This design comes from an exercise in tuning for small area and a short achievable clock period on the open sky130 flow, not from production work. RTL that was checked went through simulation tests only; none was proved equivalent to the original. No functional check of the RTL was part of run 1. Power and IR drop assume default switching activity.

==> flow/design.v <==
module mac(
  input clk,
  input rst,
  input signed [7:0] in_a,
  input signed [7:0] in_b,
  output logic signed [15:0] out);
  logic [7:0] ga;
  logic [15:0] row0_d, row1_d;
  logic [15:0] row0, row1;
  logic [15:0] reg_c;
  wire pp0_0, pp0_1, pp0_2, pp0_3, pp0_4, pp0_5, pp0_6, pp0_7, pp1_0, pp1_1, pp1_2, pp1_3, pp1_4, pp1_5, pp1_6, pp1_7, pp2_0, pp2_1, pp2_2, pp2_3, pp2_4, pp2_5, pp2_6, pp2_7, pp3_0, pp3_1, pp3_2, pp3_3, pp3_4, pp3_5, pp3_6, pp3_7, pp4_0, pp4_1, pp4_2, pp4_3, pp4_4, pp4_5, pp4_6, pp4_7, pp5_0, pp5_1, pp5_2, pp5_3, pp5_4, pp5_5, pp5_6, pp5_7, pp6_0, pp6_1, pp6_2, pp6_3, pp6_4, pp6_5, pp6_6, pp6_7, pp7_0, pp7_1, pp7_2, pp7_3, pp7_4, pp7_5, pp7_6, pp7_7, s1, c2, s3, c4, s5, c6, s7, c8, s9, c10, s11, c12, s13, c14, s15, c16, s17, c18, s19, c20, s21, c22, s23, c24, s25, c26, s27, c28, s29, c30, s31, c32, s33, c34, s35, c36, s37, c38, s39, c40, s41, c42, s43, c44, s45, c46, s47, c48, s49, c50, s51, c52, s53, c54, s55, c56, s57, c58, s59, c60, s61, c62, s63, c64, s65, c66, s67, c68, s69, c70, s71, c72, s73, c74, s75, c76, s77, c78, s79, c80, s81, c82, s83, c84;
  assign ga = rst ? 8'h00 : in_a;
  assign pp0_0 = ga[0] & in_b[0];
  assign pp0_1 = ga[0] & in_b[1];
  assign pp0_2 = ga[0] & in_b[2];
  assign pp0_3 = ga[0] & in_b[3];
  assign pp0_4 = ga[0] & in_b[4];
  assign pp0_5 = ga[0] & in_b[5];
  assign pp0_6 = ga[0] & in_b[6];
  assign pp0_7 = ga[0] & in_b[7];
  assign pp1_0 = ga[1] & in_b[0];
  assign pp1_1 = ga[1] & in_b[1];
  assign pp1_2 = ga[1] & in_b[2];
  assign pp1_3 = ga[1] & in_b[3];
  assign pp1_4 = ga[1] & in_b[4];
  assign pp1_5 = ga[1] & in_b[5];
  assign pp1_6 = ga[1] & in_b[6];
  assign pp1_7 = ga[1] & in_b[7];
  assign pp2_0 = ga[2] & in_b[0];
  assign pp2_1 = ga[2] & in_b[1];
  assign pp2_2 = ga[2] & in_b[2];
  assign pp2_3 = ga[2] & in_b[3];
  assign pp2_4 = ga[2] & in_b[4];
  assign pp2_5 = ga[2] & in_b[5];
  assign pp2_6 = ga[2] & in_b[6];
  assign pp2_7 = ga[2] & in_b[7];
  assign pp3_0 = ga[3] & in_b[0];
  assign pp3_1 = ga[3] & in_b[1];
  assign pp3_2 = ga[3] & in_b[2];
  assign pp3_3 = ga[3] & in_b[3];
  assign pp3_4 = ga[3] & in_b[4];
  assign pp3_5 = ga[3] & in_b[5];
  assign pp3_6 = ga[3] & in_b[6];
  assign pp3_7 = ga[3] & in_b[7];
  assign pp4_0 = ga[4] & in_b[0];
  assign pp4_1 = ga[4] & in_b[1];
  assign pp4_2 = ga[4] & in_b[2];
  assign pp4_3 = ga[4] & in_b[3];
  assign pp4_4 = ga[4] & in_b[4];
  assign pp4_5 = ga[4] & in_b[5];
  assign pp4_6 = ga[4] & in_b[6];
  assign pp4_7 = ga[4] & in_b[7];
  assign pp5_0 = ga[5] & in_b[0];
  assign pp5_1 = ga[5] & in_b[1];
  assign pp5_2 = ga[5] & in_b[2];
  assign pp5_3 = ga[5] & in_b[3];
  assign pp5_4 = ga[5] & in_b[4];
  assign pp5_5 = ga[5] & in_b[5];
  assign pp5_6 = ga[5] & in_b[6];
  assign pp5_7 = ga[5] & in_b[7];
  assign pp6_0 = ga[6] & in_b[0];
  assign pp6_1 = ga[6] & in_b[1];
  assign pp6_2 = ga[6] & in_b[2];
  assign pp6_3 = ga[6] & in_b[3];
  assign pp6_4 = ga[6] & in_b[4];
  assign pp6_5 = ga[6] & in_b[5];
  assign pp6_6 = ga[6] & in_b[6];
  assign pp6_7 = ga[6] & in_b[7];
  assign pp7_0 = ga[7] & in_b[0];
  assign pp7_1 = ga[7] & in_b[1];
  assign pp7_2 = ga[7] & in_b[2];
  assign pp7_3 = ga[7] & in_b[3];
  assign pp7_4 = ga[7] & in_b[4];
  assign pp7_5 = ga[7] & in_b[5];
  assign pp7_6 = ga[7] & in_b[6];
  assign pp7_7 = ga[7] & in_b[7];
  assign s1 = pp0_2 ^ pp1_1;
  assign c2 = pp0_2 & pp1_1;
  assign s3 = pp0_3 ^ pp1_2 ^ pp2_1;
  assign c4 = (pp0_3 & pp1_2) | (pp0_3 & pp2_1) | (pp1_2 & pp2_1);
  assign s5 = pp3_0 ^ c2;
  assign c6 = pp3_0 & c2;
  assign s7 = pp0_4 ^ pp1_3 ^ pp2_2;
  assign c8 = (pp0_4 & pp1_3) | (pp0_4 & pp2_2) | (pp1_3 & pp2_2);
  assign s9 = pp3_1 ^ pp4_0 ^ c4;
  assign c10 = (pp3_1 & pp4_0) | (pp3_1 & c4) | (pp4_0 & c4);
  assign s11 = c6 ^ s7;
  assign c12 = c6 & s7;
  assign s13 = pp0_5 ^ pp1_4 ^ pp2_3;
  assign c14 = (pp0_5 & pp1_4) | (pp0_5 & pp2_3) | (pp1_4 & pp2_3);
  assign s15 = pp3_2 ^ pp4_1 ^ pp5_0;
  assign c16 = (pp3_2 & pp4_1) | (pp3_2 & pp5_0) | (pp4_1 & pp5_0);
  assign s17 = c8 ^ s13 ^ s15;
  assign c18 = (c8 & s13) | (c8 & s15) | (s13 & s15);
  assign s19 = c12 ^ c10;
  assign c20 = c12 & c10;
  assign s21 = pp0_6 ^ pp1_5 ^ pp2_4;
  assign c22 = (pp0_6 & pp1_5) | (pp0_6 & pp2_4) | (pp1_5 & pp2_4);
  assign s23 = pp3_3 ^ pp4_2 ^ pp5_1;
  assign c24 = (pp3_3 & pp4_2) | (pp3_3 & pp5_1) | (pp4_2 & pp5_1);
  assign s25 = pp6_0 ^ c14 ^ c16;
  assign c26 = (pp6_0 & c14) | (pp6_0 & c16) | (c14 & c16);
  assign s27 = s21 ^ s23 ^ c18;
  assign c28 = (s21 & s23) | (s21 & c18) | (s23 & c18);
  assign s29 = s25 ^ c20;
  assign c30 = s25 & c20;
  assign s31 = pp0_7 ^ pp1_6 ^ pp2_5;
  assign c32 = (pp0_7 & pp1_6) | (pp0_7 & pp2_5) | (pp1_6 & pp2_5);
  assign s33 = pp3_4 ^ pp4_3 ^ pp5_2;
  assign c34 = (pp3_4 & pp4_3) | (pp3_4 & pp5_2) | (pp4_3 & pp5_2);
  assign s35 = pp6_1 ^ pp7_0 ^ c22;
  assign c36 = (pp6_1 & pp7_0) | (pp6_1 & c22) | (pp7_0 & c22);
  assign s37 = c24 ^ s31 ^ s33;
  assign c38 = (c24 & s31) | (c24 & s33) | (s31 & s33);
  assign s39 = c26 ^ s35 ^ s37;
  assign c40 = (c26 & s35) | (c26 & s37) | (s35 & s37);
  assign s41 = c30 ^ c28;
  assign c42 = c30 & c28;
  assign s43 = pp1_7 ^ pp2_6 ^ pp3_5;
  assign c44 = (pp1_7 & pp2_6) | (pp1_7 & pp3_5) | (pp2_6 & pp3_5);
  assign s45 = pp4_4 ^ pp5_3 ^ pp6_2;
  assign c46 = (pp4_4 & pp5_3) | (pp4_4 & pp6_2) | (pp5_3 & pp6_2);
  assign s47 = pp7_1 ^ c32 ^ c34;
  assign c48 = (pp7_1 & c32) | (pp7_1 & c34) | (c32 & c34);
  assign s49 = s43 ^ s45 ^ c36;
  assign c50 = (s43 & s45) | (s43 & c36) | (s45 & c36);
  assign s51 = c38 ^ s47 ^ s49;
  assign c52 = (c38 & s47) | (c38 & s49) | (s47 & s49);
  assign s53 = c40 ^ c42;
  assign c54 = c40 & c42;
  assign s55 = pp2_7 ^ pp3_6 ^ pp4_5;
  assign c56 = (pp2_7 & pp3_6) | (pp2_7 & pp4_5) | (pp3_6 & pp4_5);
  assign s57 = pp5_4 ^ pp6_3 ^ pp7_2;
  assign c58 = (pp5_4 & pp6_3) | (pp5_4 & pp7_2) | (pp6_3 & pp7_2);
  assign s59 = c44 ^ c46 ^ s55;
  assign c60 = (c44 & c46) | (c44 & s55) | (c46 & s55);
  assign s61 = s57 ^ c48 ^ s59;
  assign c62 = (s57 & c48) | (s57 & s59) | (c48 & s59);
  assign s63 = c50 ^ s61 ^ c54;
  assign c64 = (c50 & s61) | (c50 & c54) | (s61 & c54);
  assign s65 = pp3_7 ^ pp4_6 ^ pp5_5;
  assign c66 = (pp3_7 & pp4_6) | (pp3_7 & pp5_5) | (pp4_6 & pp5_5);
  assign s67 = pp6_4 ^ pp7_3 ^ c56;
  assign c68 = (pp6_4 & pp7_3) | (pp6_4 & c56) | (pp7_3 & c56);
  assign s69 = c58 ^ s65 ^ c60;
  assign c70 = (c58 & s65) | (c58 & c60) | (s65 & c60);
  assign s71 = s67 ^ c62 ^ s69;
  assign c72 = (s67 & c62) | (s67 & s69) | (c62 & s69);
  assign s73 = pp4_7 ^ pp5_6 ^ pp6_5;
  assign c74 = (pp4_7 & pp5_6) | (pp4_7 & pp6_5) | (pp5_6 & pp6_5);
  assign s75 = pp7_4 ^ c66 ^ s73;
  assign c76 = (pp7_4 & c66) | (pp7_4 & s73) | (c66 & s73);
  assign s77 = c68 ^ s75 ^ c70;
  assign c78 = (c68 & s75) | (c68 & c70) | (s75 & c70);
  assign s79 = pp5_7 ^ pp6_6 ^ pp7_5;
  assign c80 = (pp5_7 & pp6_6) | (pp5_7 & pp7_5) | (pp6_6 & pp7_5);
  assign s81 = c74 ^ s79 ^ c76;
  assign c82 = (c74 & s79) | (c74 & c76) | (s79 & c76);
  assign s83 = pp6_7 ^ pp7_6 ^ c80;
  assign c84 = (pp6_7 & pp7_6) | (pp6_7 & c80) | (pp7_6 & c80);
  assign row0_d = {1'b0, pp7_7, s83, s81, c72, s71, c52, s51, s39, s29, s17, s11, s3, pp2_0, pp0_1, pp0_0};
  assign row1_d = {1'b0, c84, c82, c78, s77, c64, s63, s53, s41, s27, s19, s9, s5, s1, pp1_0, 1'b0};
  always @(posedge clk) begin
    row0 <= row0_d;
    row1 <= row1_d;
    if (rst)
      reg_c <= 16'h0000;
    else
      reg_c <= reg_c + row0 + row1;
  end
  assign out = reg_c;
endmodule
==> flow/run.sh <==
#!/bin/bash
# synth_recipe.tcl (not shown) runs the flow's synth.tcl, then flattens the netlist and writes it again
# the make line also repeats each setting of config.mk as NAME=value (left out here)
make -C /OpenROAD-flow-scripts/flow DESIGN_CONFIG=/design/flow/config.mk WORK_HOME=/design/flow/orfs CLKGATE_MAP_FILE= SYNTH_SCRIPT=/design/flow/synth_recipe.tcl finish
==> flow/config.mk <==
export PLATFORM = sky130hd
export DESIGN_NAME = mac
export DESIGN_NICKNAME = mac
export VERILOG_FILES = /design/flow/design.v
export SDC_FILE = /design/flow/constraint.sdc
export NUM_CORES = 4
export LEC_CHECK = 0
export CAP_MARGIN = 20
export CORE_MARGIN = 2
export CORE_UTILIZATION = 40
export SLEW_MARGIN = 20
==> flow/constraint.sdc <==
create_clock -name core_clock -period 4.2 [get_ports {clk}]
set_input_delay 0.8400 -clock core_clock [delete_from_list [all_inputs] [get_ports {clk}]]
set_output_delay 0.8400 -clock core_clock [all_outputs]
set_load 0.01 [all_outputs]
==> flow_metrics.py, run 1 <==
metrics = {
    "status": {
        "run_status": "complete, no violations",
    },
    "global_routing": {
        "grt_pass1_vias": 2282,
        "antenna_found_initial": 0,
        "grt_pass1_wl_um": 11000,
        "grt_max_degree": 25,
        "overflow": 0,
        "grt_util_all_layers_pct": 15.6,
    },
    "yosys": {
        "muxShareOfSynthArea_pct": 0.798,
        "yosysUniqueCellTypes": 47,
        "synth_area_mm2": 0.00329,
        "synth_xor_area_share_pct": 1.33,
        "syn_avg_cell_area_um2": 10.6,
        "synth_edf_count": 0,
        "synth_top_family_by_area": "adder cells",
        "async_reset_ff_share_pct": 0,
        "synth_simple_gate_area_share_pct": 18.3,
        "ys_seq_area_share_pct": 27.4,
        "synth_fa_ha_area_share_pct": 38.8,
        "synth_compound_area_share_pct": 9.20,
        "synth_ff_type": "dfxtp_1",
        "synthCells": 312,
        "synth_seq_cells": 45,
        "syn_nets": 402,
        "ys_warn_count": 1,
    },
    "timing": {
        "hold_violations": 0,
        "setup_viol": 0,
        "slew_viol_final": 0,
        "clock-skew-final_ns": 0.00646,
        "timing.fmax_mhz": 264,
        "max_slew_margin_pct": 73.5,
        "fin_ws_ns": 0.409,
        "final.min_clock_period_ns": 3.79,
        "setup-tns-final_ns": 0,
        "tightest_slew_ns": 0.387,
        "rsz0062_at_grt": "no",
        "period_share_pct": 90.3,
    },
    "power_and_ir_drop": {
        "max-vdd-ir-drop_mv": 0.194,
        "power_leakage_nw": 1.78,
        "p_per_area_mw_per_mm2": 498,
    },
    "worst_setup_path": {
        "critPathBufInv": 1,
        "cp-start-kind": "input pin",
        "crit_cells": 8,
        "path_common_cell": "fa_1",
        "critPathMaxFanout": 7,
        "slowest_delay_ns": 0.53,
        "path_delay_family": "adder cells",
        "end_kind": "register",
        "slowest_stage": "clkdlybuf4s50_1",
        "crit_arrival_ns": 3.96,
        "crit_type": "input pin to register",
        "required_ns": 4.37,
        "worstPathCellList": "clkdlybuf4s50_1 -> nor2b_1 -> and2_1 -> fa_1 -> fa_1 -> fa_1 -> ha_1 -> fa_1",
        "r2r_cells": 9,
    },
    "clock_network": {
        "clkSinkCount": 45,
        "ctsHoldBuffers": 0,
        "postCtsSetupBuffers": 0,
        "cts-root-buf": "clkbuf_8",
        "cts_resized": 0,
        "clock_path_buffers": 2,
        "htreeDepth": 2,
        "clk_pin_slew_worst_paths_ns": 0.08,
        "cts_made_buffers": 5,
        "cts_tree": "built",
        "clock_latency_ns": 0.29,
    },
    "routing": {
        "avgRoutedWirePerCell_um": 13.7,
        "avgViaCountPerCell": 4.86,
        "drt_iter0_drc": 59,
        "via_count": 2244,
        "ant_nets": 0,
        "drc": 0,
        "drt_wl_total_um": 6330,
        "dr.pass1.iters": 4,
    },
    "finish": {
        "diodes": 0,
        "nets": 446,
        "syn_to_final_growth_pct": 18.9,
        "drive_above_1_share_pct": 8.96,
        "fin_area_mm2": 0.00391,
        "final_util_pct": 48.4,
    },
    "placement": {
        "place_congestion": 0.818,
        "placed_area_mm2": 0.00379,
        "port_buffers": 33,
        "pre_cts_ws_ns": 0.0806,
        "dp_hpwl_um": 5210,
    },
    "die": {
        "die-area_mm2": 0.00897,
        "die_y_um": 94.7,
        "core.rowCount": 33,
        "die_w_um": 94.7,
        "io_pins": 34,
        "start_util_pct": 40.7,
        "core-area_mm2": 0.00809,
    },
    "run": {
        "cap_violations": 0,
    },
    "worst_hold_path": {
        "whs_path_depth": 2,
        "hold_path_class": "register to register",
    },
}
-- per-layer routing --
metal | share of wire (%) | vias to the layer above | GRT usage, %
met5 | 0 | - | 0
met4 | 1.3 | 0 | 4.83
met3 | 2.7 | 7 | 1.44
met2 | 45 | 49 | 24.5
met1 | 50 | 1089 | 23.0
li1 | - | 1099 | -
-- logic make-up after synthesis --
| family | count (synthesis) |
|---|---|
| compound gates | 39 |
| xor+xnor | 5 |
| fa+ha+maj | 72 |
| buf+inv | 35 |
| flops | 45 |
| mux | 2 |
| simple gates | 114 |
-- path summary, 6_finish.rpt --
check / endpoint / slack [ns] / start
setup / recovery: row1[9] / 0.41 / rst
hold / removal: reg_c[0] / 0.56 / row0[0]
setup reg to reg: reg_c[13] / 1.51 / reg_c[1]
hold reg to reg: reg_c[0] / 0.56 / row0[0]
-- registers in the layout, summed over array words and instances (netlist names) --
signal and flops:
row1 14, row0 15, reg_c 16
-- metrics by stage --
step	total power [mW]	hold WS, ns	cells
detailed placement	1.61	0.554	454
global route	2.13	0.593	462
CTS	1.96	0.574	462
global placement	1.60	0.548	454
finish	1.95	0.563	462
floorplan	1.34	0.524	312
-- placed cells by master (no fill, tap or decap), types with 2 or more instances in the layout --
cell,synthesis,layout
a21oi_2,2,2
nor2b_1,14,14
nand2b_1,2,2
a21oi_1,8,8
o21ai_2,2,2
o211ai_1,3,3
nor3_1,6,6
ha_1,22,22
a31oi_1,2,2
inv_1,30,30
buf_4,0,9
dfxtp_1,45,45
fa_1,50,50
or3_1,2,2
and2_1,33,33
xor2_1,4,4
a21o_1,6,6
o21ai_0,2,2
nand3_1,6,6
nand2_1,34,34
clkbuf_8,0,6
nor2_1,10,10
clkdlybuf4s50_1,0,33
o211ai_2,2,2
-- area by class of cell --
cell class                 instances  area, um^2
multi-input combinational        232        2250
clock inverter                     2        37.5
fill                             778        4180
timing repair buffer              42         398
sequential                        45         901
inverter                          30         113
tap                              105         131
clock buffer                       6        82.6
-- worst register-to-register path: cells and delay by family (launching register included) --
family	cells	cell delay, ns
fa+ha+maj	3	1.11
compound gates	2	0.44
simple gates	2	0.35
flops	1	0.34
mux	1	0.30
buf+inv	1	0.05
-- synthesized netlist by cell type, types with 2 or more instances --
library cell	instances	area share, %
nor2b_1	14	2.7
nand2b_1	2	0.38
dfxtp_1	45	27
nor3_1	6	0.91
nor2_1	10	1.1
o211ai_1	3	0.68
fa_1	50	30
a31oi_1	2	0.38
ha_1	22	8.4
a21oi_2	2	0.53
a21oi_1	8	1.2
clkbuf_1	2	0.23
a21o_1	6	1.4
nand3_1	6	0.91
or3_1	2	0.38
xor2_1	4	1.1
o21ai_0	2	0.30
and2_1	33	6.3
o211ai_2	2	0.76
nand2_1	34	3.9
inv_1	30	3.4
o21ai_2	2	0.53
-- report_power, final --
| group | switching [mW] | internal (mW) |
|---|---|---|
| Sequential | 0.0706 | 0.524 |
| Clock | 0.146 | 0.193 |
| Combinational | 0.529 | 0.485 |
| Total | 0.746 | 1.20 |
==> inputs of run 2 (changes only) <==
--- a/flow/design.v
+++ b/flow/design.v
@@ -4,76 +4,75 @@
   input signed [7:0] in_a,
   input signed [7:0] in_b,
   output logic signed [15:0] out);
-  logic [7:0] ga;
+  logic rst_q;
   logic [15:0] row0_d, row1_d;
   logic [15:0] row0, row1;
   logic [15:0] reg_c;
   wire pp0_0, pp0_1, pp0_2, pp0_3, pp0_4, pp0_5, pp0_6, pp0_7, pp1_0, pp1_1, pp1_2, pp1_3, pp1_4, pp1_5, pp1_6, pp1_7, pp2_0, pp2_1, pp2_2, pp2_3, pp2_4, pp2_5, pp2_6, pp2_7, pp3_0, pp3_1, pp3_2, pp3_3, pp3_4, pp3_5, pp3_6, pp3_7, pp4_0, pp4_1, pp4_2, pp4_3, pp4_4, pp4_5, pp4_6, pp4_7, pp5_0, pp5_1, pp5_2, pp5_3, pp5_4, pp5_5, pp5_6, pp5_7, pp6_0, pp6_1, pp6_2, pp6_3, pp6_4, pp6_5, pp6_6, pp6_7, pp7_0, pp7_1, pp7_2, pp7_3, pp7_4, pp7_5, pp7_6, pp7_7, s1, c2, s3, c4, s5, c6, s7, c8, s9, c10, s11, c12, s13, c14, s15, c16, s17, c18, s19, c20, s21, c22, s23, c24, s25, c26, s27, c28, s29, c30, s31, c32, s33, c34, s35, c36, s37, c38, s39, c40, s41, c42, s43, c44, s45, c46, s47, c48, s49, c50, s51, c52, s53, c54, s55, c56, s57, c58, s59, c60, s61, c62, s63, c64, s65, c66, s67, c68, s69, c70, s71, c72, s73, c74, s75, c76, s77, c78, s79, c80, s81, c82, s83, c84;
-  assign ga = rst ? 8'h00 : in_a;
-  assign pp0_0 = ga[0] & in_b[0];
-  assign pp0_1 = ga[0] & in_b[1];
-  assign pp0_2 = ga[0] & in_b[2];
-  assign pp0_3 = ga[0] & in_b[3];
-  assign pp0_4 = ga[0] & in_b[4];
-  assign pp0_5 = ga[0] & in_b[5];
-  assign pp0_6 = ga[0] & in_b[6];
-  assign pp0_7 = ga[0] & in_b[7];
-  assign pp1_0 = ga[1] & in_b[0];
-  assign pp1_1 = ga[1] & in_b[1];
-  assign pp1_2 = ga[1] & in_b[2];
-  assign pp1_3 = ga[1] & in_b[3];
-  assign pp1_4 = ga[1] & in_b[4];
-  assign pp1_5 = ga[1] & in_b[5];
-  assign pp1_6 = ga[1] & in_b[6];
-  assign pp1_7 = ga[1] & in_b[7];
-  assign pp2_0 = ga[2] & in_b[0];
-  assign pp2_1 = ga[2] & in_b[1];
-  assign pp2_2 = ga[2] & in_b[2];
-  assign pp2_3 = ga[2] & in_b[3];
-  assign pp2_4 = ga[2] & in_b[4];
-  assign pp2_5 = ga[2] & in_b[5];
-  assign pp2_6 = ga[2] & in_b[6];
-  assign pp2_7 = ga[2] & in_b[7];
-  assign pp3_0 = ga[3] & in_b[0];
-  assign pp3_1 = ga[3] & in_b[1];
-  assign pp3_2 = ga[3] & in_b[2];
-  assign pp3_3 = ga[3] & in_b[3];
-  assign pp3_4 = ga[3] & in_b[4];
-  assign pp3_5 = ga[3] & in_b[5];
-  assign pp3_6 = ga[3] & in_b[6];
-  assign pp3_7 = ga[3] & in_b[7];
-  assign pp4_0 = ga[4] & in_b[0];
-  assign pp4_1 = ga[4] & in_b[1];
-  assign pp4_2 = ga[4] & in_b[2];
-  assign pp4_3 = ga[4] & in_b[3];
-  assign pp4_4 = ga[4] & in_b[4];
-  assign pp4_5 = ga[4] & in_b[5];
-  assign pp4_6 = ga[4] & in_b[6];
-  assign pp4_7 = ga[4] & in_b[7];
-  assign pp5_0 = ga[5] & in_b[0];
-  assign pp5_1 = ga[5] & in_b[1];
-  assign pp5_2 = ga[5] & in_b[2];
-  assign pp5_3 = ga[5] & in_b[3];
-  assign pp5_4 = ga[5] & in_b[4];
-  assign pp5_5 = ga[5] & in_b[5];
-  assign pp5_6 = ga[5] & in_b[6];
-  assign pp5_7 = ga[5] & in_b[7];
-  assign pp6_0 = ga[6] & in_b[0];
-  assign pp6_1 = ga[6] & in_b[1];
-  assign pp6_2 = ga[6] & in_b[2];
-  assign pp6_3 = ga[6] & in_b[3];
-  assign pp6_4 = ga[6] & in_b[4];
-  assign pp6_5 = ga[6] & in_b[5];
-  assign pp6_6 = ga[6] & in_b[6];
-  assign pp6_7 = ga[6] & in_b[7];
-  assign pp7_0 = ga[7] & in_b[0];
-  assign pp7_1 = ga[7] & in_b[1];
-  assign pp7_2 = ga[7] & in_b[2];
-  assign pp7_3 = ga[7] & in_b[3];
-  assign pp7_4 = ga[7] & in_b[4];
-  assign pp7_5 = ga[7] & in_b[5];
-  assign pp7_6 = ga[7] & in_b[6];
-  assign pp7_7 = ga[7] & in_b[7];
+  assign pp0_0 = in_a[0] & in_b[0];
+  assign pp0_1 = in_a[0] & in_b[1];
+  assign pp0_2 = in_a[0] & in_b[2];
+  assign pp0_3 = in_a[0] & in_b[3];
+  assign pp0_4 = in_a[0] & in_b[4];
+  assign pp0_5 = in_a[0] & in_b[5];
+  assign pp0_6 = in_a[0] & in_b[6];
+  assign pp0_7 = in_a[0] & in_b[7];
+  assign pp1_0 = in_a[1] & in_b[0];
+  assign pp1_1 = in_a[1] & in_b[1];
+  assign pp1_2 = in_a[1] & in_b[2];
+  assign pp1_3 = in_a[1] & in_b[3];
+  assign pp1_4 = in_a[1] & in_b[4];
+  assign pp1_5 = in_a[1] & in_b[5];
+  assign pp1_6 = in_a[1] & in_b[6];
+  assign pp1_7 = in_a[1] & in_b[7];
+  assign pp2_0 = in_a[2] & in_b[0];
+  assign pp2_1 = in_a[2] & in_b[1];
+  assign pp2_2 = in_a[2] & in_b[2];
+  assign pp2_3 = in_a[2] & in_b[3];
+  assign pp2_4 = in_a[2] & in_b[4];
+  assign pp2_5 = in_a[2] & in_b[5];
+  assign pp2_6 = in_a[2] & in_b[6];
+  assign pp2_7 = in_a[2] & in_b[7];
+  assign pp3_0 = in_a[3] & in_b[0];
+  assign pp3_1 = in_a[3] & in_b[1];
+  assign pp3_2 = in_a[3] & in_b[2];
+  assign pp3_3 = in_a[3] & in_b[3];
+  assign pp3_4 = in_a[3] & in_b[4];
+  assign pp3_5 = in_a[3] & in_b[5];
+  assign pp3_6 = in_a[3] & in_b[6];
+  assign pp3_7 = in_a[3] & in_b[7];
+  assign pp4_0 = in_a[4] & in_b[0];
+  assign pp4_1 = in_a[4] & in_b[1];
+  assign pp4_2 = in_a[4] & in_b[2];
+  assign pp4_3 = in_a[4] & in_b[3];
+  assign pp4_4 = in_a[4] & in_b[4];
+  assign pp4_5 = in_a[4] & in_b[5];
+  assign pp4_6 = in_a[4] & in_b[6];
+  assign pp4_7 = in_a[4] & in_b[7];
+  assign pp5_0 = in_a[5] & in_b[0];
+  assign pp5_1 = in_a[5] & in_b[1];
+  assign pp5_2 = in_a[5] & in_b[2];
+  assign pp5_3 = in_a[5] & in_b[3];
+  assign pp5_4 = in_a[5] & in_b[4];
+  assign pp5_5 = in_a[5] & in_b[5];
+  assign pp5_6 = in_a[5] & in_b[6];
+  assign pp5_7 = in_a[5] & in_b[7];
+  assign pp6_0 = in_a[6] & in_b[0];
+  assign pp6_1 = in_a[6] & in_b[1];
+  assign pp6_2 = in_a[6] & in_b[2];
+  assign pp6_3 = in_a[6] & in_b[3];
+  assign pp6_4 = in_a[6] & in_b[4];
+  assign pp6_5 = in_a[6] & in_b[5];
+  assign pp6_6 = in_a[6] & in_b[6];
+  assign pp6_7 = in_a[6] & in_b[7];
+  assign pp7_0 = in_a[7] & in_b[0];
+  assign pp7_1 = in_a[7] & in_b[1];
+  assign pp7_2 = in_a[7] & in_b[2];
+  assign pp7_3 = in_a[7] & in_b[3];
+  assign pp7_4 = in_a[7] & in_b[4];
+  assign pp7_5 = in_a[7] & in_b[5];
+  assign pp7_6 = in_a[7] & in_b[6];
+  assign pp7_7 = in_a[7] & in_b[7];
   assign s1 = pp0_2 ^ pp1_1;
   assign c2 = pp0_2 & pp1_1;
   assign s3 = pp0_3 ^ pp1_2 ^ pp2_1;
@@ -163,7 +162,8 @@
   always @(posedge clk) begin
     row0 <= row0_d;
     row1 <= row1_d;
-    if (rst)
+    rst_q <= rst;
+    if (rst || rst_q)
       reg_c <= 16'h0000;
     else
       reg_c <= reg_c + row0 + row1;
==> run 2 against run 1 <==
Non-clock buffer count decreased by 9; largest cell class unchanged; sequential cell count is 1 higher; synthesized cell count shrank 3.8%; worst setup slack better by 0.32 ns; register-to-register slack worse by 0.06 ns; sequential share of layout area is 1.8 points higher; clock skew up 0.0010 ns; critical path type unchanged; power increased by 8.3%.
==> flow_metrics.py, run 2 <==
metrics = {
    "status": {
        "run_status": "complete, no violations",
    },
    "timing": {
        "rsz0062_at_grt": "no",
        "hold_violations": 0,
        "setup_viol": 0,
        "timing.fmax_mhz": 288,
        "final.min_clock_period_ns": 3.47,
        "max_slew_margin_pct": 78.0,
        "period_share_pct": 82.6,
        "clock-skew-final_ns": 0.00751,
        "tightest_slew_ns": 0.325,
        "setup-tns-final_ns": 0,
        "slew_viol_final": 0,
    },
    "yosys": {
        "syn_avg_cell_area_um2": 10.5,
        "ys_seq_area_share_pct": 29.1,
        "synth_largest_area_cell": "fa_1",
        "synth_ff_type": "dfxtp_1",
        "synth_top_area_share_pct": 31.7,
        "synth_area_mm2": 0.00316,
        "yosys-top-cells-area": "fa_1 32%, dfxtp_1 29%, ha_1 8.7%",
        "async_reset_ff_share_pct": 0,
        "synth.most_common_cell": "fa_1",
        "synthCells": 300,
        "synth_edf_count": 0,
        "syn_nets": 390,
        "yosysUniqueCellTypes": 33,
        "synthTopCellsByCount": "50 x fa_1, 46 x dfxtp_1, 39 x nand2_1, 32 x and2_1, 31 x inv_1",
        "synth_seq_cells": 46,
        "ys_warn_count": 1,
    },
    "run": {
        "cap_violations": 0,
    },
    "finish": {
        "fin_area_mm2": 0.00371,
        "nets": 427,
        "largest_reg_flops": 16,
        "drive_above_1_share_pct": 3.85,
        "diodes": 0,
        "final_common_cell": "fa_1",
        "syn_to_final_growth_pct": 17.4,
        "layout_common_cells": "50 x fa_1, 46 x dfxtp_1, 39 x nand2_1",
        "reg.largest.list": "reg_c: 16 flops, row0: 15 flops, row1: 14 flops",
        "top_register": "reg_c",
    },
    "power_and_ir_drop": {
        "p_per_area_mw_per_mm2": 569,
        "power_mw": 2.11,
        "max-vdd-ir-drop_mv": 0.194,
        "power_leakage_nw": 1.67,
    },
    "placement": {
        "port_buffers": 33,
        "place_congestion": 0.852,
        "placed_area_mm2": 0.00360,
        "dp_hpwl_um": 4780,
    },
    "worst_hold_path": {
        "hold_path_class": "register to register",
        "min_from": "row0[0]",
        "whs_path_depth": 3,
    },
    "die": {
        "die-area_mm2": 0.00862,
        "start_util_pct": 41.1,
        "core.rowCount": 32,
        "io_pins": 34,
        "core-area_mm2": 0.00769,
        "die_y_um": 92.9,
        "die_w_um": 92.9,
    },
    "worst_setup_path": {
        "cp-start-kind": "input pin",
        "crit_type": "input pin to register",
        "end_kind": "register",
        "worstReg2RegStart": "reg_c[1]",
        "reg2reg_slack_ns": 1.45,
        "r2r_cells": 10,
        "critPathMaxFanout": 8,
        "required_ns": 4.38,
        "startpoint": "in_b[7]",
        "crit_arrival_ns": 3.65,
    },
    "clock_network": {
        "clock_latency_ns": 0.30,
        "cts_resized": 0,
        "cts-root-buf": "clkbuf_8",
        "clock_path_buffers": 2,
        "ctsHoldBuffers": 0,
        "cts_made_buffers": 5,
        "htreeDepth": 2,
        "clk_pin_slew_worst_paths_ns": 0.08,
        "cts_tree": "built",
        "postCtsSetupBuffers": 0,
        "clkSinkCount": 46,
    },
    "routing": {
        "dr.pass1.iters": 6,
        "drc": 0,
        "drt_iter0_drc": 36,
        "ant_nets": 0,
        "avgViaCountPerCell": 4.65,
        "via_count": 2046,
        "drt_wl_total_um": 5750,
        "avgRoutedWirePerCell_um": 13.1,
    },
    "global_routing": {
        "antenna_found_initial": 0,
        "overflow": 0,
        "grt_util_all_layers_pct": 14.8,
        "grt_pass1_vias": 2107,
        "grt_max_degree": 17,
        "grt_pass1_wl_um": 10100,
    },
}
-- run 2: changes by cell type in the layout (fill, tap and decap cells not counted), moves of 5 or more --
| cell | before | now |
|---|---|---|
| nor2_1 | 10 | 17 |
| nand2_1 | 34 | 39 |
| buf_4 | 9 | 0 |
| xnor2_1 | 1 | 6 |
| nor2b_1 | 14 | 3 |
| nor3_1 | 6 | 1 |
-- run 2: where the power goes --
group	internal (mW)	switching, mW	total [mW]
clock network	0.178	0.148	0.326
registers	0.543	0.0685	0.611
logic	0.552	0.621	1.17
-- run 2: critical path: stages --
cell,delay [ns]
clkdlybuf4s50_1,0.54
and2_1,0.24
fa_1,0.56
fa_1,0.45
fa_1,0.38
ha_1,0.21
fa_1,0.42
-- run 2: worst paths after layout --
| path | end |
|---|---|
| setup / recovery | row1[9] |
| hold / removal | reg_c[0] |
| setup reg to reg | reg_c[15] |
| hold reg to reg | reg_c[0] |
-- run 2: layout make-up --
type | instances | area, um^2
fillers | 723 | 3980
inverters | 31 | 116
flip-flops and latches | 46 | 921
clock inverters | 2 | 37.5
well taps | 102 | 128
multi-input cells | 220 | 2100
clock buffers | 6 | 72.6
repair buffers | 33 | 330
-- run 2: cells by family (layout without fill, tap and decap cells) --
family                     after synthesis  count (layout)  share of synthesized area, %
DFF                                     46              46                          29.1
and+or+nand+nor                        107             107                          16.9
buffers and inverters                   34              72                          4.28
AOI/OAI and AO/OA                       29              29                          5.94
adders and majority gates               72              72                          40.4
xor gates and xnor gates                12              12                          3.33
-- run 2: through the flow --
| stage | hold slack [ns] | setup WS, ns | util [%] | cells |
|---|---|---|---|---|
| floorplan | 0.533 | 1.11 | - | 300 |
| detailed placement | 0.586 | 0.421 | 46.8 | 432 |
| finish | 0.607 | 0.731 | 48.2 | 440 |
| global route | 0.610 | 0.641 | 48.2 | 440 |
| global placement | 0.574 | 0.455 | 46.8 | 432 |
| CTS | 0.608 | 0.744 | 48.2 | 440 |
-- run 2: per-layer routing --
metal  track usage (%)  vias to the layer above  routed length [um]
li1                  -                     1025                   -
met1              21.4                      979                2910
met2              23.2                       37                2620
met3              2.03                        5                 151
met4              4.04                        0                  70
met5                 0                        -                   0
==> inputs of run 3 (changes only) <==
--- a/flow/config.mk
+++ b/flow/config.mk
@@ -8,4 +8,5 @@
 export CAP_MARGIN = 20
 export CORE_MARGIN = 2
 export CORE_UTILIZATION = 40
+export SETUP_SLACK_MARGIN = 0.6
 export SLEW_MARGIN = 20
==> run 3 against run 2 <==
Still clean; power did not move; count of clock-buffer cells in the layout did not move; synthesized area did not move; sequential share of layout area did not move; global-route usage did not move; clock power barely moved; combinational power barely moved; via count did not move; critical path type unchanged; largest power group unchanged.
==> flow_metrics.py, run 3 <==
metrics = {
    "status": {
        "run_status": "complete, no violations",
    },
    "clock_network": {
        "clkSinkCount": 46,
        "clock_path_buffers": 2,
        "cts_made_buffers": 5,
        "ctsHoldBuffers": 0,
        "postCtsSetupBuffers": 0,
        "cts_resized": 0,
        "clk_pin_slew_worst_paths_ns": 0.08,
        "cts-root-buf": "clkbuf_8",
        "cts_tree": "built",
        "htreeDepth": 2,
        "clock_latency_ns": 0.30,
    },
    "global_routing": {
        "grt_pass1_wl_um": 10100,
        "grt_pass1_vias": 2107,
        "grt_util_all_layers_pct": 14.8,
        "antenna_found_initial": 0,
        "grt_max_degree": 17,
        "overflow": 0,
    },
    "die": {
        "die_y_um": 92.9,
        "core-area_mm2": 0.00769,
        "die-area_mm2": 0.00862,
        "io_pins": 34,
        "die_w_um": 92.9,
        "core.rowCount": 32,
        "start_util_pct": 41.1,
    },
    "finish": {
        "seqCellArea_um2": 921,
        "top_register": "reg_c",
        "syn_to_final_growth_pct": 17.4,
        "nets": 427,
        "largest_reg_flops": 16,
        "final_common_cell": "fa_1",
        "drive_above_1_share_pct": 3.85,
        "final_util_pct": 48.2,
        "final_cells": 440,
        "layout_common_cells": "50 x fa_1, 46 x dfxtp_1, 39 x nand2_1",
        "reg.largest.list": "reg_c: 16 flops, row0: 15 flops, row1: 14 flops",
        "fin_area_mm2": 0.00371,
        "fill_cells": 723,
        "diodes": 0,
        "multi_input_comb_area_mm2": 0.00210,
    },
    "timing": {
        "period_share_pct": 82.6,
        "max_slew_margin_pct": 78.0,
        "setup-tns-final_ns": 0,
        "fin_ws_ns": 0.731,
        "clock-skew-final_ns": 0.00751,
        "rsz0062_at_grt": "no",
        "hold_ws_ns": 0.607,
        "timing.fmax_mhz": 288,
        "setup_viol": 0,
        "tightest_slew_ns": 0.325,
        "final.min_clock_period_ns": 3.47,
        "hold_violations": 0,
        "slew_viol_final": 0,
    },
    "placement": {
        "port_buffers": 33,
        "dp_hpwl_um": 4780,
        "place_congestion": 0.852,
        "placed_area_mm2": 0.00360,
        "dp_cells": 432,
        "pre_cts_ws_ns": 0.421,
    },
    "worst_setup_path": {
        "cp-start-kind": "input pin",
        "required_ns": 4.38,
        "slowest_stage": "fa_1",
        "worstReg2RegStart": "reg_c[1]",
        "path_delay_family": "adder cells",
        "critPathMaxFanout": 8,
        "worstPathCellList": "clkdlybuf4s50_1 -> and2_1 -> fa_1 -> fa_1 -> fa_1 -> ha_1 -> fa_1",
        "path_common_cell": "fa_1",
        "slowest_delay_ns": 0.56,
        "startpoint": "in_b[7]",
        "crit_arrival_ns": 3.65,
        "crit_type": "input pin to register",
        "end_kind": "register",
        "critPathBufInv": 1,
    },
    "yosys": {
        "synth_ff_type": "dfxtp_1",
        "ys_seq_area_share_pct": 29.1,
        "synth_largest_area_cell": "fa_1",
        "synth_top_area_share_pct": 31.7,
        "yosys-top-cells-area": "fa_1 32%, dfxtp_1 29%, ha_1 8.7%",
        "yosysUniqueCellTypes": 33,
        "synth_edf_count": 0,
        "synth_area_mm2": 0.00316,
        "syn_avg_cell_area_um2": 10.5,
        "syn_nets": 390,
        "synthTopCellsByCount": "50 x fa_1, 46 x dfxtp_1, 39 x nand2_1, 32 x and2_1, 31 x inv_1",
        "async_reset_ff_share_pct": 0,
        "synth_seq_cells": 46,
        "synth.most_common_cell": "fa_1",
        "ys_warn_count": 1,
        "synthCells": 300,
    },
    "power_and_ir_drop": {
        "power_leakage_nw": 1.67,
        "power_mw": 2.11,
        "swShare_pct": 39.7,
        "p_sw_mw": 0.837,
        "max-vdd-ir-drop_mv": 0.194,
        "power.share.combinational_pct": 55.6,
        "seqPwrFrac_pct": 29.0,
        "p_per_area_mw_per_mm2": 569,
        "internal_power_mw": 1.27,
        "pwr-share-clk_pct": 15.4,
    },
    "worst_hold_path": {
        "min_from": "row0[0]",
        "hold_path_class": "register to register",
    },
    "routing": {
        "dr.pass1.iters": 6,
        "drc": 0,
        "drt_iter0_drc": 36,
        "avgRoutedWirePerCell_um": 13.1,
        "drt_wl_total_um": 5750,
        "via_count": 2046,
        "ant_nets": 0,
        "avgViaCountPerCell": 4.65,
    },
    "run": {
        "cap_violations": 0,
    },
}
-- run 3: cell counts in the layout (fill, tap and decap cells not counted) --
Identical to the previous run, type by type.
-- run 3: worst reg2reg max path, cell delays in order, from the launching register on --
cell and delay (ns):
dfxtp_1 0.33, fa_1 0.55, ha_1 0.18, inv_1 0.06
fa_1 0.37, and2b_1 0.25, o211ai_2 0.11, a31oi_2 0.32
nand4_1 0.15, a31o_2 0.26, a21oi_1 0.12
-- run 3: per-layer routing --
layer / vias up / share of wire (%) / GRT usage, % / routed length [um]
li1: 1025 / - / - / -
met1: 979 / 51 / 21.4 / 2910
met2: 37 / 45 / 23.2 / 2620
met3: 5 / 2.6 / 2.03 / 151
met4: 0 / 1.2 / 4.04 / 70
met5: - / 0 / 0 / 0
-- run 3: final timing paths --
path                                  end  slack [ns]  depth (start not counted)
worst min-delay path             reg_c[0]        0.61                          3
worst max-delay path              row1[9]        0.73                          7
worst min register to register   reg_c[0]        0.61                          3
worst max register to register  reg_c[15]        1.45                         10
-- run 3: power by group through the flow --
| stage | registers (mW) | logic (mW) | clock network [mW] |
|---|---|---|---|
| final | 0.611 | 1.17 | 0.326 |
| after floorplan | 0.625 | 0.902 | 0 |
| after detailed placement | 0.623 | 1.17 | 0 |
| after global routing | 0.627 | 1.33 | 0.354 |
| after global placement | 0.623 | 1.15 | 0 |
| after CTS | 0.615 | 1.18 | 0.337 |
-- run 3: final cells by class --
cell class                 instances  area share (%)
multi-input combinational        220            56.7
sequential                        46            24.8
inverter                          31            3.14
tap                              102            3.44
clock inverter                     2            1.01
timing repair buffer              33            8.91
clock buffer                       6            1.96
-- run 3: logic make-up after synthesis --
| logic type | count (synthesis) | share of synthesized area (%) |
|---|---|---|
| and+or+nand+nor | 107 | 16.9 |
| adders and majority gates | 72 | 40.4 |
| DFF | 46 | 29.1 |
| buffers and inverters | 34 | 4.28 |
| AOI/OAI and AO/OA | 29 | 5.94 |
| xor gates and xnor gates | 12 | 3.33 |
==> inputs of run 4 (changes only) <==
--- a/flow/config.mk
+++ b/flow/config.mk
@@ -8,5 +8,5 @@
 export CAP_MARGIN = 20
 export CORE_MARGIN = 2
 export CORE_UTILIZATION = 40
-export SETUP_SLACK_MARGIN = 0.6
+export SETUP_SLACK_MARGIN = 1.0
 export SLEW_MARGIN = 20
==> run 4 against run 3 <==
Still clean; hold slack about the same; sequential share of layout area up 0.38 points; synthesized area unchanged; clock skew up 0.00079 ns; core utilization down 0.73 points; global-route usage about the same; fmax up 10%; register-to-register slack about the same; die area unchanged; sequential cell count unchanged; critical endpoint unchanged.
==> flow_metrics.py, run 4 <==
metrics = {
    "status": {
        "run_status": "complete, no violations",
    },
    "routing": {
        "avgRoutedWirePerCell_um": 13.1,
        "ant_nets": 0,
        "via_count": 2050,
        "avgViaCountPerCell": 4.66,
        "dr.pass1.iters": 4,
        "drt_wl_total_um": 5780,
        "drc": 0,
        "drt_iter0_drc": 38,
    },
    "yosys": {
        "yosys-top-cells-area": "fa_1 32%, dfxtp_1 29%, ha_1 8.7%",
        "synth_largest_area_cell": "fa_1",
        "ys_warn_count": 1,
        "synth_area_mm2": 0.00316,
        "synth_edf_count": 0,
        "syn_avg_cell_area_um2": 10.5,
        "ys_seq_area_share_pct": 29.1,
        "synth.most_common_cell": "fa_1",
        "synth_ff_type": "dfxtp_1",
        "yosysUniqueCellTypes": 33,
        "syn_nets": 390,
        "synth_top_area_share_pct": 31.7,
        "synth_seq_cells": 46,
        "synthCells": 300,
        "async_reset_ff_share_pct": 0,
        "synthTopCellsByCount": "50 x fa_1, 46 x dfxtp_1, 39 x nand2_1, 32 x and2_1, 31 x inv_1",
    },
    "finish": {
        "final_common_cell": "fa_1",
        "reg.largest.list": "reg_c: 16 flops, row0: 15 flops, row1: 14 flops",
        "drive_above_1_share_pct": 6.80,
        "top_register": "reg_c",
        "diodes": 0,
        "layout_common_cells": "50 x fa_1, 46 x dfxtp_1, 39 x nand2_1",
        "nets": 427,
        "fill_cells": 732,
        "final_util_pct": 47.5,
        "largest_reg_flops": 16,
        "syn_to_final_growth_pct": 15.6,
        "fin_area_mm2": 0.00365,
    },
    "die": {
        "die_y_um": 92.9,
        "core.rowCount": 32,
        "core-area_mm2": 0.00769,
        "io_pins": 34,
        "die_w_um": 92.9,
        "start_util_pct": 41.1,
        "die-area_mm2": 0.00862,
    },
    "worst_setup_path": {
        "end_kind": "register",
        "crit_arrival_ns": 3.32,
        "crit_type": "input pin to register",
        "cp-start-kind": "input pin",
        "required_ns": 4.38,
        "critPathMaxFanout": 8,
        "reg2reg_slack_ns": 1.44,
    },
    "placement": {
        "port_buffers": 33,
        "place_congestion": 0.852,
        "pre_cts_ws_ns": 0.421,
        "dp_hpwl_um": 4780,
        "placed_area_mm2": 0.00360,
    },
    "clock_network": {
        "clkSinkCount": 46,
        "clk_pin_slew_worst_paths_ns": 0.08,
        "postCtsSetupBuffers": 0,
        "clock_path_buffers": 2,
        "cts_tree": "built",
        "cts-root-buf": "clkbuf_8",
        "ctsHoldBuffers": 0,
        "cts_made_buffers": 5,
        "htreeDepth": 2,
        "clock_latency_ns": 0.30,
    },
    "run": {
        "cap_violations": 0,
    },
    "timing": {
        "setup-tns-final_ns": 0,
        "hold_violations": 0,
        "final.min_clock_period_ns": 3.15,
        "slew_viol_final": 0,
        "max_slew_margin_pct": 77.7,
        "fin_ws_ns": 1.05,
        "clock-skew-final_ns": 0.00830,
        "timing.fmax_mhz": 318,
        "rsz0062_at_grt": "no",
        "tightest_slew_ns": 0.329,
        "period_share_pct": 74.9,
        "setup_viol": 0,
    },
    "global_routing": {
        "grt_pass1_wl_um": 10100,
        "grt_pass1_vias": 2100,
        "overflow": 0,
        "grt_max_degree": 17,
        "antenna_found_initial": 0,
        "grt_util_all_layers_pct": 14.8,
    },
    "worst_hold_path": {
        "hold_path_class": "register to register",
    },
    "power_and_ir_drop": {
        "p_per_area_mw_per_mm2": 576,
        "max-vdd-ir-drop_mv": 0.193,
        "power_leakage_nw": 1.68,
    },
}
[run 4: cell families (layout without fill, tap and decap cells)]
family	after synthesis	after routing	synth area share [%]
compound gates	29	29	5.94
xor+xnor	12	12	3.33
buf+inv	34	72	4.28
simple gates	107	107	16.9
fa+ha+maj	72	72	40.4
flops	46	46	29.1
[run 4: layer usage]
| metal | wire length, um | global-route usage (%) | up-vias |
|---|---|---|---|
| met5 | 0 | 0 | - |
| met3 | 151 | 2.03 | 2 |
| met2 | 2660 | 23.2 | 41 |
| met1 | 2940 | 21.5 | 985 |
| met4 | 34 | 4.04 | 0 |
| li1 | - | - | 1022 |
[run 4: metrics by stage]
stage / hold WS [ns] / total power, mW / instances
after detailed placement: 0.586 / 1.79 / 432
after global routing: 0.610 / 2.30 / 440
final: 0.607 / 2.10 / 440
after floorplan: 0.533 / 1.53 / 300
after CTS: 0.608 / 2.12 / 440
after global placement: 0.574 / 1.77 / 432
[run 4: path summary, 6_finish.rpt]
path | startpoint | end | depth (start not counted)
setup / recovery | in_a[5] | row1[9] | 7
hold / removal | row0[0] | reg_c[0] | 3
setup reg to reg | reg_c[1] | reg_c[15] | 10
hold reg to reg | row0[0] | reg_c[0] | 3
[run 4: power breakdown]
| part | total, mW | switching (mW) | internal, mW |
|---|---|---|---|
| Combinational | 1.17 | 0.621 | 0.546 |
| Sequential | 0.611 | 0.0683 | 0.543 |
| Clock | 0.325 | 0.148 | 0.178 |
[run 4: area by class of cell]
class | instances | area, um^2 | area share [%]
multi-input combinational | 220 | 2100 | 57.6
tap | 102 | 128 | 3.49
sequential | 46 | 921 | 25.2
clock buffer | 6 | 72.6 | 1.99
inverter | 31 | 116 | 3.19
clock inverter | 2 | 37.5 | 1.03
timing repair buffer | 33 | 274 | 7.50
[run 4: critical path, stage by stage]
cell	delay, ns
dlygate4sd2_1	0.32
and2_1	0.21
fa_1	0.50
fa_1	0.44
fa_1	0.38
ha_1	0.21
fa_1	0.42
[run 4: what timing repair did]
action,CTS,global route
endpoints found under the hold margin,0,0
resized for setup,15,20
endpoints found under the setup margin,5,2
==> inputs of run 5 (changes only) <==
--- a/flow/config.mk
+++ b/flow/config.mk
@@ -8,5 +8,5 @@
 export CAP_MARGIN = 20
 export CORE_MARGIN = 2
 export CORE_UTILIZATION = 40
-export SETUP_SLACK_MARGIN = 1.0
+export SETUP_SLACK_MARGIN = 1.7
 export SLEW_MARGIN = 20
==> run 5 against run 4 <==
Largest cell class unchanged; via count up 2.2%; final cell count grew 1.4%; largest power group unchanged; synthesized cell count unchanged; final area rose by 9.1%; core utilization increased by 4.3 points; critical path type unchanged; first-iteration DRC count rose by 39%; global-route usage is 0.70 points higher; clock power increased by 1%; die area did not move; hold slack lost 0.040 ns.
==> flow_metrics.py, run 5 <==
metrics = {
    "status": {
        "run_status": "complete, no violations",
    },
    "die": {
        "core.rowCount": 32,
        "start_util_pct": 41.1,
        "io_pins": 34,
        "die_y_um": 92.9,
        "die_w_um": 92.9,
        "core-area_mm2": 0.00769,
        "die-area_mm2": 0.00862,
    },
    "finish": {
        "syn_to_final_growth_pct": 26.1,
        "nets": 433,
        "seqCellArea_um2": 923,
        "drive_above_1_share_pct": 23.5,
        "multi_input_comb_area_mm2": 0.00227,
        "largest_reg_flops": 16,
        "fill_cells": 736,
        "final_util_pct": 51.8,
        "final_common_cell": "dfxtp_1",
        "diodes": 0,
        "final_cells": 446,
        "layout_common_cells": "44 x dfxtp_1, 36 x fa_1, 30 x nand2_1",
        "top_register": "reg_c",
        "reg.largest.list": "reg_c: 16 flops, row0: 15 flops, row1: 14 flops",
    },
    "routing": {
        "avgViaCountPerCell": 4.70,
        "dr.pass1.iters": 4,
        "avgRoutedWirePerCell_um": 13.8,
        "drt_wl_total_um": 6160,
        "drt_iter0_drc": 53,
        "via_count": 2096,
        "drc": 0,
        "ant_nets": 0,
    },
    "clock_network": {
        "clock_latency_ns": 0.30,
        "clk_pin_slew_worst_paths_ns": 0.09,
        "cts_made_buffers": 5,
        "clkSinkCount": 46,
        "cts_tree": "built",
        "clock_path_buffers": 2,
        "ctsHoldBuffers": 0,
        "htreeDepth": 2,
        "cts-root-buf": "clkbuf_8",
    },
    "worst_setup_path": {
        "cp-start-kind": "input pin",
        "crit_arrival_ns": 3.17,
        "end_kind": "register",
        "slowest_delay_ns": 0.55,
        "critPathMaxFanout": 7,
        "crit_type": "input pin to register",
        "required_ns": 4.44,
        "worstPathCellList": "buf_12 -> and2_4 -> fa_1 -> fa_1 -> fa_2 -> ha_4 -> fa_2",
        "slowest_stage": "fa_1",
    },
    "timing": {
        "slew_viol_final": 0,
        "final.min_clock_period_ns": 2.93,
        "rsz0062_at_grt": "yes",
        "period_share_pct": 69.9,
        "setup_viol": 0,
        "max_slew_margin_pct": 76.1,
        "clock-skew-final_ns": 0.0124,
        "setup-tns-final_ns": 0,
        "timing.fmax_mhz": 341,
        "tightest_slew_ns": 0.358,
        "hold_violations": 0,
    },
    "yosys": {
        "syn_nets": 390,
        "synth_area_mm2": 0.00316,
        "synth_largest_area_cell": "fa_1",
        "ys_seq_area_share_pct": 29.1,
        "synthCells": 300,
        "ys_warn_count": 1,
        "async_reset_ff_share_pct": 0,
        "synth_edf_count": 0,
        "synth.most_common_cell": "fa_1",
        "synth_seq_cells": 46,
        "syn_avg_cell_area_um2": 10.5,
        "synthTopCellsByCount": "50 x fa_1, 46 x dfxtp_1, 39 x nand2_1, 32 x and2_1, 31 x inv_1",
        "synth_ff_type": "dfxtp_1",
        "yosys-top-cells-area": "fa_1 32%, dfxtp_1 29%, ha_1 8.7%",
        "synth_top_area_share_pct": 31.7,
        "yosysUniqueCellTypes": 33,
    },
    "power_and_ir_drop": {
        "p_per_area_mw_per_mm2": 554,
        "max-vdd-ir-drop_mv": 0.181,
        "power_leakage_nw": 1.75,
    },
    "placement": {
        "dp_cells": 433,
        "dp_hpwl_um": 4940,
        "port_buffers": 33,
        "place_congestion": 0.876,
    },
    "global_routing": {
        "grt_max_degree": 17,
        "grt_pass1_vias": 2172,
        "antenna_found_initial": 0,
        "grt_util_met1_pct": 22.2,
        "grtUsageMet3_pct": 2.20,
        "grtUsageMet2_pct": 24.4,
        "grt_util_all_layers_pct": 15.5,
        "busiest_layer": "met2",
        "grt_pass1_wl_um": 10400,
        "overflow": 0,
    },
    "worst_hold_path": {
        "hold_path_class": "register to register",
    },
    "run": {
        "cap_violations": 0,
    },
}
-- run 5: cell types whose count changed in the layout (fill, tap and decap cells not counted), sizes merged --
cell           before  now
dlygate4sd2         5    0
clkdlybuf4s50      18   17
clkinvlp            1    2
buf                 0   22
clkbuf             16    5
-- run 5: worst paths after layout --
path	startpoint	endpoint	slack (ns)	cells past startpoint
hold / removal	row0[0]	reg_c[0]	0.57	3
setup / recovery	in_a[4]	row1[9]	1.27	7
hold reg to reg	row0[0]	reg_c[0]	0.57	3
setup reg to reg	row1[1]	reg_c[15]	1.61	10
-- run 5: per-layer routing --
| layer | vias up | part of all wire [%] |
|---|---|---|
| met5 | - | 0 |
| met4 | 0 | 1.3 |
| met3 | 6 | 2.5 |
| met2 | 38 | 47 |
| met1 | 1014 | 49 |
| li1 | 1038 | - |
-- run 5: cell type report --
cell class,count,share of cell area [%]
Tap cell,102,3.20
Multi-Input combinational cell,220,57.0
Inverter,31,2.92
Timing Repair Buffer,39,10.9
Clock inverter,3,1.13
Clock buffer,5,1.73
Sequential cell,46,23.2
-- run 5: worst max-delay path, delay by kind of cell --
kind / cells / cell delay (ns)
adder cells (fa/ha/maj): 5 / 2.06
buffers and inverters: 1 / 0.11
AND/OR/NAND/NOR: 1 / 0.15
-- run 5: what timing repair did --
| action | in CTS | in global routing |
|---|---|---|
| buffers inserted | 3 | 2 |
| pin swaps | 13 | 14 |
| setup endpoints to repair | 21 | 15 |
| gates resized for setup | 117 | 30 |
| hold endpoints to repair | 0 | 0 |
-- run 5: cells by family after synthesis --
logic type	share of synthesized area [%]
AND/OR/NAND/NOR	16.9
flip-flops	29.1
AO/OA/AOI/OAI	5.94
XOR/XNOR	3.33
buffers and inverters	4.28
adder cells (fa/ha/maj)	40.4
-- run 5: through the flow --
step	setup slack, ns	hold slack, ns	total power, mW	cell area (um^2)
6_report	1.27	0.567	2.21	3990
5_1_grt	1.24	0.624	2.41	3990
4_1_cts	1.23	0.572	2.20	3900
3_5_place_dp	0.316	0.550	1.81	3670
3_3_place_gp	0.411	0.546	1.80	3670
2_1_floorplan	1.18	0.533	1.54	3220
-- run 5: power breakdown --
part | switching (mW) | internal [mW]
clock | 0.152 | 0.177
combinational | 0.675 | 0.598
sequential | 0.0644 | 0.543
==> inputs of run 6 (changes only) <==
--- a/flow/config.mk
+++ b/flow/config.mk
@@ -8,5 +8,5 @@
 export CAP_MARGIN = 20
 export CORE_MARGIN = 2
 export CORE_UTILIZATION = 40
-export SETUP_SLACK_MARGIN = 1.7
+export SETUP_SLACK_MARGIN = 2.0
 export SLEW_MARGIN = 20
==> run 6 against run 5 <==
Register-to-register slack got worse by 0.03 ns; worst setup slack improved by 0.0031 ns; still clean; global-route usage increased by 0.84 points.
==> flow_metrics.py, run 6 <==
metrics = {
    "placement": {
        "dp_hpwl_um": 4920,
        "placed_area_mm2": 0.00373,
        "port_buffers": 33,
        "place_congestion": 0.867,
    },
    "worst_setup_path": {
        "end_kind": "register",
        "crit_arrival_ns": 3.09,
        "crit_cells": 7,
        "critPathMaxFanout": 6,
        "crit_type": "input pin to register",
        "regToRegEndpoint": "reg_c[15]",
        "r2r_cells": 10,
        "path_common_cell": "fa_1",
        "reg2reg_slack_ns": 1.58,
        "critPathBufInv": 1,
        "cp-start-kind": "input pin",
        "path_delay_family": "adder cells",
        "slowest_delay_ns": 0.55,
        "worstReg2RegStart": "row1[1]",
        "worstPathCellList": "buf_12 -> and2_4 -> fa_1 -> fa_1 -> fa_2 -> ha_4 -> fa_1",
        "slowest_stage": "fa_1",
        "required_ns": 4.36,
    },
    "yosys": {
        "async_reset_ff_share_pct": 0,
        "yosysUniqueCellTypes": 33,
        "syn_avg_cell_area_um2": 10.5,
        "ys_warn_count": 1,
        "synth_compound_area_share_pct": 5.94,
        "ys_seq_area_share_pct": 29.1,
        "synth_seq_cells": 46,
        "muxShareOfSynthArea_pct": 0,
        "synth_ff_type": "dfxtp_1",
        "synth_largest_area_cell": "fa_1",
        "synth_top_family_by_area": "adder cells",
        "synthTopCellsByCount": "50 x fa_1, 46 x dfxtp_1, 39 x nand2_1, 32 x and2_1, 31 x inv_1",
        "yosys-top-cells-area": "fa_1 32%, dfxtp_1 29%, ha_1 8.7%",
        "synth_top_area_share_pct": 31.7,
        "synth_edf_count": 0,
        "synth_xor_area_share_pct": 3.33,
        "synth_simple_gate_area_share_pct": 16.9,
        "synthCells": 300,
        "synth_fa_ha_area_share_pct": 40.4,
        "synth_area_mm2": 0.00316,
        "synth.most_common_cell": "fa_1",
        "syn_nets": 390,
    },
    "finish": {
        "nets": 442,
        "largest_reg_flops": 16,
        "final_common_cell": "dfxtp_1",
        "multi_input_comb_area_mm2": 0.00247,
        "diodes": 0,
        "top_register": "reg_c",
        "drive_above_1_share_pct": 34.4,
        "layout_common_cells": "42 x dfxtp_1, 30 x fa_1, 26 x nand2_1",
        "syn_to_final_growth_pct": 34.3,
        "fill_cells": 699,
        "seqCellArea_um2": 926,
        "fin_area_mm2": 0.00424,
        "reg.largest.list": "reg_c: 16 flops, row0: 15 flops, row1: 14 flops",
    },
    "timing": {
        "period_share_pct": 69.8,
        "hold_violations": 0,
        "rsz0062_at_grt": "yes",
        "max_slew_margin_pct": 76.3,
        "tightest_slew_ns": 0.355,
        "final.min_clock_period_ns": 2.93,
        "timing.fmax_mhz": 341,
        "setup-tns-final_ns": 0,
        "setup_viol": 0,
        "clock-skew-final_ns": 0.0169,
        "slew_viol_final": 0,
    },
    "worst_hold_path": {
        "min_from": "row0[0]",
        "hold_path_class": "register to register",
        "whs_path_depth": 3,
        "min_to": "reg_c[0]",
    },
    "die": {
        "start_util_pct": 41.1,
        "die_w_um": 92.9,
        "core.rowCount": 32,
        "core-area_mm2": 0.00769,
        "io_pins": 34,
        "die_y_um": 92.9,
        "die-area_mm2": 0.00862,
    },
    "routing": {
        "drt_wl_total_um": 6510,
        "avgViaCountPerCell": 4.74,
        "drt_iter0_drc": 41,
        "via_count": 2154,
        "dr.pass1.iters": 4,
        "drc": 0,
        "avgRoutedWirePerCell_um": 14.3,
        "ant_nets": 0,
    },
    "global_routing": {
        "grt_util_all_layers_pct": 16.3,
        "overflow": 0,
        "grt_max_degree": 17,
        "antenna_found_initial": 0,
        "grt_pass1_wl_um": 11000,
        "grt_pass1_vias": 2296,
    },
    "power_and_ir_drop": {
        "p_per_area_mw_per_mm2": 582,
        "max-vdd-ir-drop_mv": 0.225,
        "power_leakage_nw": 1.82,
    },
    "clock_network": {
        "clk_pin_slew_worst_paths_ns": 0.07,
        "cts_made_buffers": 5,
        "cts-root-buf": "clkbuf_8",
        "cts_tree": "built",
        "clkSinkCount": 46,
        "htreeDepth": 2,
        "clock_latency_ns": 0.30,
        "clock_path_buffers": 2,
    },
    "status": {
        "run_status": "complete, no violations",
    },
    "run": {
        "cap_violations": 0,
    },
}
==> run 6: routing by layer <==
metal  track usage (%)  vias to the layer above  part of all wire (%)
met2              26.3                       34                    46
li1                  -                     1051                     -
met5                 0                        -                     0
met4              4.78                        0                   1.3
met1              23.2                     1063                    50
met3              1.95                        6                   2.5
==> run 6: per-stage QoR <==
stage | setup WS, ns | instances | hold slack [ns] | total power [mW] | util [%]
after detailed placement | 0.316 | 433 | 0.557 | 1.83 | 48.6
after global placement | 0.408 | 433 | 0.550 | 1.81 | 48.6
after floorplan | 1.18 | 300 | 0.533 | 1.55 | -
final | 1.27 | 454 | 0.573 | 2.47 | 55.2
after global routing | 1.23 | 454 | 0.634 | 2.68 | 55.2
after CTS | 1.27 | 448 | 0.577 | 2.22 | 52.4
==> run 6: kinds of logic (layout without fill, tap and decap cells) <==
family	Yosys count	after routing
buffers and inverters	34	86
and+or+nand+nor	107	107
DFF	46	46
xor gates and xnor gates	12	12
adders and majority gates	72	72
AOI/OAI and AO/OA	29	29
==> run 6: final cells by class <==
cell class	count	area share, %
Multi-Input combinational cell	220	58.3
Sequential cell	46	21.8
Timing Repair Buffer	48	12.4
Tap cell	102	3.01
Inverter	31	2.74
Clock buffer	7	1.80
==> run 6: how the worst max path moves through the flow <==
stage,from,to
5_1_grt,in_a[3],row1[9]
3_3_place_gp,in_b[7],row1[9]
2_1_floorplan,in_a[5],row1[9]
4_1_cts,in_a[2],row1[9]
3_5_place_dp,in_a[2],row1[9]
6_report,in_a[3],row1[9]
==> run 6: repair_timing <==
action / 4_1_cts / 5_1_grt
pin swaps: 25 / 23
setup buffers: 8 / 6
endpoints found under the setup margin: 30 / 24
gates resized for setup: 137 / 38
hold endpoints to repair: 0 / 0
hold buffers: 0 / 0
==> run 6: power breakdown <==
part | leakage (nW) | internal, mW | switching [mW]
sequential | 0.384 | 0.544 | 0.0662
clock | 0.0383 | 0.115 | 0.138
combinational | 1.40 | 0.795 | 0.811
==> run 6: worst register-to-register path, delay by kind of cell (launching register included) <==
family	cells	cell delay, ns
compound gates	4	0.74
fa+ha+maj	3	1.05
buf+inv	1	0.04
flops	1	0.32
simple gates	2	0.42

re-timing with driven ports:
The results above use ideal ports. As a check the final layouts listed here were re-extracted and re-timed, cells and wires unchanged.
Step 1 assumes that a clkbuf_16 drives the clock port and a buf_2 every other input.
Step 2 moves the port delays by t, midway between the first and last clock arrival at a register: inputs arrive t later, outputs are due t later. That takes back most of the time a late clock gives input paths.
a / b / c = no drivers / after step 1 / after step 2; a / b = the first two.
| run | shift t [ns] | setup slack, ns | hold slack, ns | latest minus earliest clock arrival (ns) | worst slew at a driven data input, ns |
|---|---|---|---|---|---|
| run 1 | 0.314 | 0.409 / 0.405 / 0.091 | 0.563 / 0.563 / 0.563 | 0.007 / 0.008 | 0.04 |
| run 2 | 0.319 | 0.731 / 0.736 / 0.417 | 0.607 / 0.607 / 0.607 | 0.007 / 0.007 | 0.03 |
| run 3 | 0.319 | 0.731 / 0.736 / 0.417 | 0.607 / 0.607 / 0.607 | 0.007 / 0.007 | 0.03 |
| run 4 | 0.317 | 1.054 / 1.060 / 0.744 | 0.607 / 0.607 / 0.607 | 0.009 / 0.009 | 0.03 |
| run 5 | 0.323 | 1.266 / 1.244 / 0.921 | 0.567 / 0.567 / 0.567 | 0.012 / 0.013 | 0.07 |
| run 6 | 0.322 | 1.269 / 1.252 / 0.930 | 0.573 / 0.573 / 0.573 | 0.017 / 0.017 | 0.06 |
After both steps setup and hold are still met in every run listed. The setup slack of run 5, which loses most, moves by -0.022 ns with the drivers and by -0.345 ns with both steps.
